Context: an optimization exercise on an open-source flow, tuned for small area, a short achievable clock period and few clock cycles. The choices shown serve that exercise and are no tape-out recipe. The RTL was checked by simulation tests, not by an equivalence proof against the original design.

==> inputs of run a <==
// nzaa_layer
module nzaa_layer(
  clk,
  rst_n,
  ld_en,
  ld_sel,
  ld_addr,
  ld_data,
  start,
  n_in,
  a_in,
  bias,
  need_act,
  done,
  y
);
Settings: LEC_CHECK=0, CAP_MARGIN=20, CORE_MARGIN=2, CORE_UTILIZATION=40, PLACE_DENSITY=0.6, SLEW_MARGIN=20; clock period 10.0 ns.
run.sh (not shown) runs the stock make flow with config.mk's settings and CLKGATE_MAP_FILE= SYNTH_SCRIPT=/design/flow/synth_recipe.tcl, a recipe that flattens the netlist after the stock synthesis.
==> run b: changes against run a <==
--- a/flow/design.v
+++ b/flow/design.v
@@ -427,18 +427,44 @@
   wire s = hit & sign;
   wire [31:0] b = hit ? {s, s, mag ^ {30{s}}} : 32'd0;
   wire [32:0] t = {acc, 1'b1} + {b, s};
   assign sum = t[32:1];
 endmodule
-module process_unit(acc, act, y);
+module process_unit(acc, lo, grp, nz, act, y);
   input  [31:0] acc;
+  input         lo;
+  input  [2:0]  grp;
+  input         nz;
   input         act;
   output [15:0] y;
   wire neg = acc[31];
-  wire [14:0] dec = acc[23:9] - {14'd0, (acc[8:0] == 9'd0)};
-  wire [14:0] mag = neg ? ~dec : acc[23:9];
-  assign y = (act && neg) ? 16'h0000 : {neg, mag};
+  wire zero = act & (neg | nz);
+  wire [3:0] below = {lo | grp[0] | grp[1] | grp[2], lo | grp[0] | grp[1], lo | grp[0], lo};
+  wire [14:0] mag;
+  genvar k, i;
+  generate
+    for (k = 0; k < 4; k = k + 1)
+      begin : g
+        for (i = 0; i < 4; i = i + 1)
+          begin : b
+            if (4*k + i < 15)
+              begin : o
+                wire part;
+                if (i == 0)
+                  begin : p0
+                    assign part = 1'b0;
+                  end
+                else
+                  begin : pn
+                    assign part = |acc[9 + 4*k +: i];
+                  end
+                assign mag[4*k + i] = acc[9 + 4*k + i] ^ (neg & (below[k] | part));
+              end
+          end
+      end
+  endgenerate
+  assign y = zero ? 16'h0000 : {neg | nz, mag};
 endmodule
 module nzaa_layer(
   clk,
   rst_n,
   ld_en,
@@ -519,13 +545,18 @@
   reg[2:0] g;             
   reg[7:0] gsel;          
   reg[3:0] r_last;        
   reg hold;               
   reg plast;
+  reg pw;                 
   wire accept = start && !busy;
   wire[4:0] n_cl = (n_in > 5'd16) ? 5'd16 : n_in;
   wire[5:0] p0 = p_ram[0];
+  wire[2:0] g0 = p0[5] ? 3'd7 : p0[4:2];
+  wire[255:0] a_src = busy ? a_reg : a_in;
+  wire[5:0] pe_src = busy ? pe : p_ram[n_cl];
+  wire fadv = busy ? fetching : (start && !pw);    
   reg[3:0]  lv, cs;
   reg[15:0] zp, rr;
   reg[63:0] al_all, vl_all;
   reg[3:0]  c;
   reg[4:0]  kx;
@@ -536,11 +567,11 @@
   always @(*)
   begin
     for (l = 0; l < 4; l = l + 1)
       begin
         kx = {g, l[1:0]};
-        lv[l] = ({1'b0, kx} >= p0) && ({1'b0, kx} < pe);
+        lv[l] = ({1'b0, kx} >= p0) && ({1'b0, kx} < pe_src);
         cs[l] = 1'b0;
         zp[4*l +: 4] = 4'd0;
         c = 4'd0;
         vl_all[16*l +: 16] = 16'd0;
         for (i = 0; i < 8; i = i + 1)
@@ -549,11 +580,11 @@
               cs[l] = cs[l] | ecs[4*i + l];
               zp[4*l +: 4] = zp[4*l +: 4] | zp_ram[4*i + l];
               c = c | ecol[4*i + l];
               vl_all[16*l +: 16] = vl_all[16*l +: 16] | v_ram[4*i + l];
             end
-        al_all[16*l +: 16] = a_reg[16*c +: 16];
+        al_all[16*l +: 16] = a_src[16*c +: 16];
         vb = {vl_all[16*l +: 15], 1'b0};
         for (i = 0; i < 8; i = i + 1)
           begin
             bs_all[24*l + i]      = vb[2*i + 1] ^ vb[2*i];
             bs_all[24*l + 8 + i]  = (i == 7) ? (vb[15] & vb[14]) :
@@ -577,11 +608,11 @@
     feq_n[3] = (rr[3:0] == rr[15:12]);
     feq_n[4] = (rr[7:4] == rr[15:12]);
     feq_n[5] = (rr[11:8] == rr[15:12]);
   end
   wire[5:0] nk = {g + 3'd1, 2'd0} + (g == 3'd7 ? 6'd32 : 6'd0);
-  wire last_grp = (nk >= pe);
+  wire last_grp = (g == 3'd7) || (busy && nk >= pe);
   reg[3:0] pm;            
   reg flast;              
   reg[59:0] fa;
   reg[95:0] fb;
   reg[3:0] fs;
@@ -598,11 +629,10 @@
     iss[2] = pm[2] & ~blk;
     blk = blk | (pm[3] & ((pm[0] & feq[3]) | (pm[1] & feq[4]) | (pm[2] & feq[5])));
     iss[3] = pm[3] & ~blk;
     hold = (pm & ~iss) != 4'd0;
   end
-  wire fadv = fetching && !accept;    
   always @(posedge clk or negedge rst_n)
   begin
     if (!rst_n)
       begin
         busy <= 1'b0;
@@ -613,22 +643,21 @@
         gsel <= 8'd0;
         r_last <= 4'd0;
         act <= 1'b0;
         pm <= 4'd0;
         flast <= 1'b0;
+        pw <= 1'b1;             
       end
     else
       begin
         pre <= accept;
+        pw <= ld_en && ld_sel == 2'd2 && ld_addr <= 5'd16;
         if (accept)
           begin
             busy <= 1'b1;
             done <= 1'b0;
-            fetching <= 1'b1;
             act <= need_act;
-            g <= p_ram[0][5] ? 3'd7 : p_ram[0][4:2];
-            gsel <= p_ram[0][5] ? 8'h80 : (8'd1 << p_ram[0][4:2]);
           end
         else if (plast)
           begin
             busy <= 1'b0;
             done <= 1'b1;
@@ -638,17 +667,23 @@
         else
           begin
             pm <= fadv ? lv : 4'd0;
             flast <= fadv && last_grp;
             if (fadv)
-              begin
-                g <= g + 3'd1;
-                gsel <= {gsel[6:0], gsel[7]};
-                r_last <= rr[15:12];
-                if (last_grp)
-                  fetching <= 1'b0;
-              end
+              r_last <= rr[15:12];
+          end
+        if (fadv && !hold)
+          begin
+            g <= last_grp ? g0 : g + 3'd1;
+            gsel <= last_grp ? (8'd1 << g0) : {gsel[6:0], gsel[7]};
+            fetching <= !last_grp;
+          end
+        else if (!busy)
+          begin
+            g <= g0;
+            gsel <= 8'd1 << g0;
+            fetching <= accept;
           end
       end
   end
   always @(posedge clk)
   begin
@@ -673,36 +708,10 @@
   wire[29:0] ms0, mc0, ms1, mc1, ms2, mc2, ms3, mc3;
   multiple mul0(.a(fa[14:0]),  .s1(fb[7:0]),   .s2(fb[15:8]),  .ng(fb[23:16]), .sum(ms0), .carry(mc0));
   multiple mul1(.a(fa[29:15]), .s1(fb[31:24]), .s2(fb[39:32]), .ng(fb[47:40]), .sum(ms1), .carry(mc1));
   multiple mul2(.a(fa[44:30]), .s1(fb[55:48]), .s2(fb[63:56]), .ng(fb[71:64]), .sum(ms2), .carry(mc2));
   multiple mul3(.a(fa[59:45]), .s1(fb[79:72]), .s2(fb[87:80]), .ng(fb[95:88]), .sum(ms3), .carry(mc3));
-  reg[3:0] mvld;
-  reg mlast;
-  reg[119:0] msum, mcar;
-  reg[3:0] msg;
-  reg[15:0] mrow;
-  always @(posedge clk or negedge rst_n)
-  begin
-    if (!rst_n)
-      begin
-        mvld <= 4'd0;
-        mlast <= 1'b0;
-      end
-    else
-      begin
-        mvld <= iss;
-        mlast <= flast && !hold;
-      end
-  end
-  always @(posedge clk)
-  begin
-    msum <= {ms3, ms2, ms1, ms0};
-    mcar <= {mc3, mc2, mc1, mc0};
-    msg <= fs;
-    mrow <= frr;
-  end
-  reg[3:0] pvld;
   reg[119:0] pp;
   reg[3:0] ps;
   reg[63:0] phit;         
   always @(posedge clk or negedge rst_n)
   begin
@@ -711,25 +720,27 @@
         plast <= 1'b0;
         phit <= 64'd0;
       end
     else
       begin
-        plast <= mlast;
+        plast <= flast && !hold;
         for (l = 0; l < 4; l = l + 1)
           for (i = 0; i < 16; i = i + 1)
-            phit[16*l + i] <= mvld[l] && (mrow[4*l +: 4] == ((i + 1) % 16));
+            phit[16*l + i] <= iss[l] && (frr[4*l +: 4] == ((i + 1) % 16));
       end
   end
   always @(posedge clk)
   begin
-    for (l = 0; l < 4; l = l + 1)
-      pp[30*l +: 30] <= msum[30*l +: 30] + mcar[30*l +: 30];
-    ps <= msg;
+    pp <= {ms3 + mc3, ms2 + mc2, ms1 + mc1, ms0 + mc0};
+    ps <= fs;
   end
   wire[31:0] bmag = {8'd0, breg[14:0], 9'd0};
   wire[31:0] btc = breg[15] ? (~bmag + 32'd1) : bmag;
   reg[31:0] acc [0:15];
+  reg[15:0] nz;
+  reg[15:0] lo9;          
+  reg[47:0] grp;          
   genvar j;
   generate
     for (j = 0; j < 16; j = j + 1)
       begin : rows
         wire[3:0] h = {phit[48 + j], phit[32 + j], phit[16 + j], phit[j]};
@@ -738,10 +749,15 @@
         wire[29:0] mg = ({30{h[0]}} & pp[29:0]) | ({30{h[1]}} & pp[59:30]) |
                         ({30{h[2]}} & pp[89:60]) | ({30{h[3]}} & pp[119:90]);
         wire[31:0] sum;
         adder add(.acc(acc[j]), .hit(hit), .sign(sg), .mag(mg), .sum(sum));
         always @(posedge clk)
-          acc[j] <= pre ? btc : sum;
-        process_unit outc(.acc(acc[j]), .act(act), .y(y[16*j +: 16]));
+          begin
+            acc[j] <= pre ? btc : sum;
+            nz[j] <= pre ? (breg == 16'h8000) : (nz[j] & ~hit);
+            lo9[j] <= pre ? 1'b0 : |sum[8:0];
+            grp[3*j +: 3] <= pre ? {|btc[20:17], |btc[16:13], |btc[12:9]} : {|sum[20:17], |sum[16:13], |sum[12:9]};
+          end
+        process_unit outc(.acc(acc[j]), .lo(lo9[j]), .grp(grp[3*j +: 3]), .nz(nz[j]), .act(act), .y(y[16*j +: 16]));
       end
   endgenerate
 endmodule
- SETUP_SLACK_MARGIN: unset -> 4.4
==> run c: changes against run a <==
--- a/flow/design.v
+++ b/flow/design.v
@@ -427,18 +427,44 @@
   wire s = hit & sign;
   wire [31:0] b = hit ? {s, s, mag ^ {30{s}}} : 32'd0;
   wire [32:0] t = {acc, 1'b1} + {b, s};
   assign sum = t[32:1];
 endmodule
-module process_unit(acc, act, y);
+module process_unit(acc, lo, grp, nz, act, y);
   input  [31:0] acc;
+  input         lo;
+  input  [2:0]  grp;
+  input         nz;
   input         act;
   output [15:0] y;
   wire neg = acc[31];
-  wire [14:0] dec = acc[23:9] - {14'd0, (acc[8:0] == 9'd0)};
-  wire [14:0] mag = neg ? ~dec : acc[23:9];
-  assign y = (act && neg) ? 16'h0000 : {neg, mag};
+  wire zero = act & (neg | nz);
+  wire [3:0] below = {lo | grp[0] | grp[1] | grp[2], lo | grp[0] | grp[1], lo | grp[0], lo};
+  wire [14:0] mag;
+  genvar k, i;
+  generate
+    for (k = 0; k < 4; k = k + 1)
+      begin : g
+        for (i = 0; i < 4; i = i + 1)
+          begin : b
+            if (4*k + i < 15)
+              begin : o
+                wire part;
+                if (i == 0)
+                  begin : p0
+                    assign part = 1'b0;
+                  end
+                else
+                  begin : pn
+                    assign part = |acc[9 + 4*k +: i];
+                  end
+                assign mag[4*k + i] = acc[9 + 4*k + i] ^ (neg & (below[k] | part));
+              end
+          end
+      end
+  endgenerate
+  assign y = zero ? 16'h0000 : {neg | nz, mag};
 endmodule
 module nzaa_layer(
   clk,
   rst_n,
   ld_en,
@@ -519,13 +545,18 @@
   reg[2:0] g;             
   reg[7:0] gsel;          
   reg[3:0] r_last;        
   reg hold;               
   reg plast;
+  reg pw;                 
   wire accept = start && !busy;
   wire[4:0] n_cl = (n_in > 5'd16) ? 5'd16 : n_in;
   wire[5:0] p0 = p_ram[0];
+  wire[2:0] g0 = p0[5] ? 3'd7 : p0[4:2];
+  wire[255:0] a_src = busy ? a_reg : a_in;
+  wire[5:0] pe_src = busy ? pe : p_ram[n_cl];
+  wire fadv = busy ? fetching : (start && !pw);    
   reg[3:0]  lv, cs;
   reg[15:0] zp, rr;
   reg[63:0] al_all, vl_all;
   reg[3:0]  c;
   reg[4:0]  kx;
@@ -536,11 +567,11 @@
   always @(*)
   begin
     for (l = 0; l < 4; l = l + 1)
       begin
         kx = {g, l[1:0]};
-        lv[l] = ({1'b0, kx} >= p0) && ({1'b0, kx} < pe);
+        lv[l] = ({1'b0, kx} >= p0) && ({1'b0, kx} < pe_src);
         cs[l] = 1'b0;
         zp[4*l +: 4] = 4'd0;
         c = 4'd0;
         vl_all[16*l +: 16] = 16'd0;
         for (i = 0; i < 8; i = i + 1)
@@ -549,11 +580,11 @@
               cs[l] = cs[l] | ecs[4*i + l];
               zp[4*l +: 4] = zp[4*l +: 4] | zp_ram[4*i + l];
               c = c | ecol[4*i + l];
               vl_all[16*l +: 16] = vl_all[16*l +: 16] | v_ram[4*i + l];
             end
-        al_all[16*l +: 16] = a_reg[16*c +: 16];
+        al_all[16*l +: 16] = a_src[16*c +: 16];
         vb = {vl_all[16*l +: 15], 1'b0};
         for (i = 0; i < 8; i = i + 1)
           begin
             bs_all[24*l + i]      = vb[2*i + 1] ^ vb[2*i];
             bs_all[24*l + 8 + i]  = (i == 7) ? (vb[15] & vb[14]) :
@@ -577,11 +608,11 @@
     feq_n[3] = (rr[3:0] == rr[15:12]);
     feq_n[4] = (rr[7:4] == rr[15:12]);
     feq_n[5] = (rr[11:8] == rr[15:12]);
   end
   wire[5:0] nk = {g + 3'd1, 2'd0} + (g == 3'd7 ? 6'd32 : 6'd0);
-  wire last_grp = (nk >= pe);
+  wire last_grp = (g == 3'd7) || (busy && nk >= pe);
   reg[3:0] pm;            
   reg flast;              
   reg[59:0] fa;
   reg[95:0] fb;
   reg[3:0] fs;
@@ -598,11 +629,10 @@
     iss[2] = pm[2] & ~blk;
     blk = blk | (pm[3] & ((pm[0] & feq[3]) | (pm[1] & feq[4]) | (pm[2] & feq[5])));
     iss[3] = pm[3] & ~blk;
     hold = (pm & ~iss) != 4'd0;
   end
-  wire fadv = fetching && !accept;    
   always @(posedge clk or negedge rst_n)
   begin
     if (!rst_n)
       begin
         busy <= 1'b0;
@@ -613,22 +643,21 @@
         gsel <= 8'd0;
         r_last <= 4'd0;
         act <= 1'b0;
         pm <= 4'd0;
         flast <= 1'b0;
+        pw <= 1'b1;             
       end
     else
       begin
         pre <= accept;
+        pw <= ld_en && ld_sel == 2'd2 && ld_addr <= 5'd16;
         if (accept)
           begin
             busy <= 1'b1;
             done <= 1'b0;
-            fetching <= 1'b1;
             act <= need_act;
-            g <= p_ram[0][5] ? 3'd7 : p_ram[0][4:2];
-            gsel <= p_ram[0][5] ? 8'h80 : (8'd1 << p_ram[0][4:2]);
           end
         else if (plast)
           begin
             busy <= 1'b0;
             done <= 1'b1;
@@ -638,17 +667,23 @@
         else
           begin
             pm <= fadv ? lv : 4'd0;
             flast <= fadv && last_grp;
             if (fadv)
-              begin
-                g <= g + 3'd1;
-                gsel <= {gsel[6:0], gsel[7]};
-                r_last <= rr[15:12];
-                if (last_grp)
-                  fetching <= 1'b0;
-              end
+              r_last <= rr[15:12];
+          end
+        if (fadv && !hold)
+          begin
+            g <= last_grp ? g0 : g + 3'd1;
+            gsel <= last_grp ? (8'd1 << g0) : {gsel[6:0], gsel[7]};
+            fetching <= !last_grp;
+          end
+        else if (!busy)
+          begin
+            g <= g0;
+            gsel <= 8'd1 << g0;
+            fetching <= accept;
           end
       end
   end
   always @(posedge clk)
   begin
@@ -673,36 +708,10 @@
   wire[29:0] ms0, mc0, ms1, mc1, ms2, mc2, ms3, mc3;
   multiple mul0(.a(fa[14:0]),  .s1(fb[7:0]),   .s2(fb[15:8]),  .ng(fb[23:16]), .sum(ms0), .carry(mc0));
   multiple mul1(.a(fa[29:15]), .s1(fb[31:24]), .s2(fb[39:32]), .ng(fb[47:40]), .sum(ms1), .carry(mc1));
   multiple mul2(.a(fa[44:30]), .s1(fb[55:48]), .s2(fb[63:56]), .ng(fb[71:64]), .sum(ms2), .carry(mc2));
   multiple mul3(.a(fa[59:45]), .s1(fb[79:72]), .s2(fb[87:80]), .ng(fb[95:88]), .sum(ms3), .carry(mc3));
-  reg[3:0] mvld;
-  reg mlast;
-  reg[119:0] msum, mcar;
-  reg[3:0] msg;
-  reg[15:0] mrow;
-  always @(posedge clk or negedge rst_n)
-  begin
-    if (!rst_n)
-      begin
-        mvld <= 4'd0;
-        mlast <= 1'b0;
-      end
-    else
-      begin
-        mvld <= iss;
-        mlast <= flast && !hold;
-      end
-  end
-  always @(posedge clk)
-  begin
-    msum <= {ms3, ms2, ms1, ms0};
-    mcar <= {mc3, mc2, mc1, mc0};
-    msg <= fs;
-    mrow <= frr;
-  end
-  reg[3:0] pvld;
   reg[119:0] pp;
   reg[3:0] ps;
   reg[63:0] phit;         
   always @(posedge clk or negedge rst_n)
   begin
@@ -711,25 +720,27 @@
         plast <= 1'b0;
         phit <= 64'd0;
       end
     else
       begin
-        plast <= mlast;
+        plast <= flast && !hold;
         for (l = 0; l < 4; l = l + 1)
           for (i = 0; i < 16; i = i + 1)
-            phit[16*l + i] <= mvld[l] && (mrow[4*l +: 4] == ((i + 1) % 16));
+            phit[16*l + i] <= iss[l] && (frr[4*l +: 4] == ((i + 1) % 16));
       end
   end
   always @(posedge clk)
   begin
-    for (l = 0; l < 4; l = l + 1)
-      pp[30*l +: 30] <= msum[30*l +: 30] + mcar[30*l +: 30];
-    ps <= msg;
+    pp <= {ms3 + mc3, ms2 + mc2, ms1 + mc1, ms0 + mc0};
+    ps <= fs;
   end
   wire[31:0] bmag = {8'd0, breg[14:0], 9'd0};
   wire[31:0] btc = breg[15] ? (~bmag + 32'd1) : bmag;
   reg[31:0] acc [0:15];
+  reg[15:0] nz;
+  reg[15:0] lo9;          
+  reg[47:0] grp;          
   genvar j;
   generate
     for (j = 0; j < 16; j = j + 1)
       begin : rows
         wire[3:0] h = {phit[48 + j], phit[32 + j], phit[16 + j], phit[j]};
@@ -738,10 +749,15 @@
         wire[29:0] mg = ({30{h[0]}} & pp[29:0]) | ({30{h[1]}} & pp[59:30]) |
                         ({30{h[2]}} & pp[89:60]) | ({30{h[3]}} & pp[119:90]);
         wire[31:0] sum;
         adder add(.acc(acc[j]), .hit(hit), .sign(sg), .mag(mg), .sum(sum));
         always @(posedge clk)
-          acc[j] <= pre ? btc : sum;
-        process_unit outc(.acc(acc[j]), .act(act), .y(y[16*j +: 16]));
+          begin
+            acc[j] <= pre ? btc : sum;
+            nz[j] <= pre ? (breg == 16'h8000) : (nz[j] & ~hit);
+            lo9[j] <= pre ? 1'b0 : |sum[8:0];
+            grp[3*j +: 3] <= pre ? {|btc[20:17], |btc[16:13], |btc[12:9]} : {|sum[20:17], |sum[16:13], |sum[12:9]};
+          end
+        process_unit outc(.acc(acc[j]), .lo(lo9[j]), .grp(grp[3*j +: 3]), .nz(nz[j]), .act(act), .y(y[16*j +: 16]));
       end
   endgenerate
 endmodule
==> comparison table <==
| metric | run a | run c | run b |
|---|---|---|---|
| Result of the run | finished clean | finished clean | finished clean |
| Flip-flop cell with the highest count after synthesis | edfxtp_1 | dfxtp_1 | dfxtp_1 |
| Non-clock buffer share of cell area | 4.742% | 4.963% | 6.688% |
| Count of antenna diodes in the layout | 28 | 33 | 39 |
| Met1 demand-to-capacity share in global routing | 41.28% | 41.87% | 42.69% |
| FFs & Latches | 2345 | 2165 | 2165 |
| Most frequent cell after synthesis | nand2_1 | xnor2_1 | xnor2_1 |
| Clock-cell share of area | 5.326% | 4.864% | 4.845% |
| Routed met2 length | 291800 um | 278600 um | 284400 um |
| Required time at the endpoint of the critical path | 8.00 ns | 10.81 ns | 10.56 ns |
| Cts bufs inserted | 284 | 242 | 262 |
| Unique masters post-synth | 93 | 111 | 111 |
| Grt met2 use | 48.43% | 47.42% | 48.42% |
| Die Ht | 636.8 um | 630.0 um | 630.0 um |
| Crit path max-delay cell type | clkdlybuf4s50_1 | dfrtp_1 | dfrtp_4 |
| Compound-cell area share of the yosys netlist | 25.22% | 25.36% | 25.36% |
| Endpoint arrival time on the critical path | 5.14 ns | 7.19 ns | 6.16 ns |
| Worst hold slack | 0.2974 ns | 0.3418 ns | 0.3311 ns |
| Sequential fraction of the synthesis area | 37.09% | 33.92% | 33.92% |
| Routing usage on met3 | 9.127% | 9.363% | 9.104% |
| Max incr delay on CP | 0.56 ns | 1.12 ns | 0.84 ns |
| Crit path capture | y[254] | acc[6][29] | fa[44] |
| Overall routing resource usage | 32.19% | 32.32% | 32.83% |
Testbench counts of run a, summed over its fixed seeds: cycles 2,562.
Testbench counts of run b, summed over its fixed seeds: cycles 2,210.
Testbench counts of run c, summed over its fixed seeds: cycles 2,210.

## separate check: timing with driven ports
Ports are ideal in the flow. The routed layouts listed here were re-timed in OpenROAD.
Step 1, drivers: a clkbuf_16 drives clk and a buf_2 each remaining input, both assumed.
Step 2 also shifts input and output timing later by t, the mid clock arrival at the registers, as if the neighbouring blocks saw the same clock.
a / b / c = ideal ports / drivers / drivers and shift; a / b = the first two.
run | t (ns) | setup WS [ns] | hold slack, ns | clock arrival spread, ns | slew at the worst register clock pin (ns)
run a | 1.038 | 2.862 / 2.743 / 3.781 | 0.297 / 0.297 / 0.297 | 0.119 / 0.119 | 0.07 / 0.07
run b | 1.053 | 4.408 / 4.408 / 3.783 | 0.331 / 0.331 / 0.331 | 0.078 / 0.078 | 0.07 / 0.07
run c | 1.103 | 3.625 / 3.625 / 2.988 | 0.342 / 0.342 / 0.342 | 0.104 / 0.104 | 0.07 / 0.07
After both steps setup and hold are still met in every run listed. For run c, which loses most, drivers alone change the setup slack by 0.000 ns; drivers and shift together by -0.637 ns.
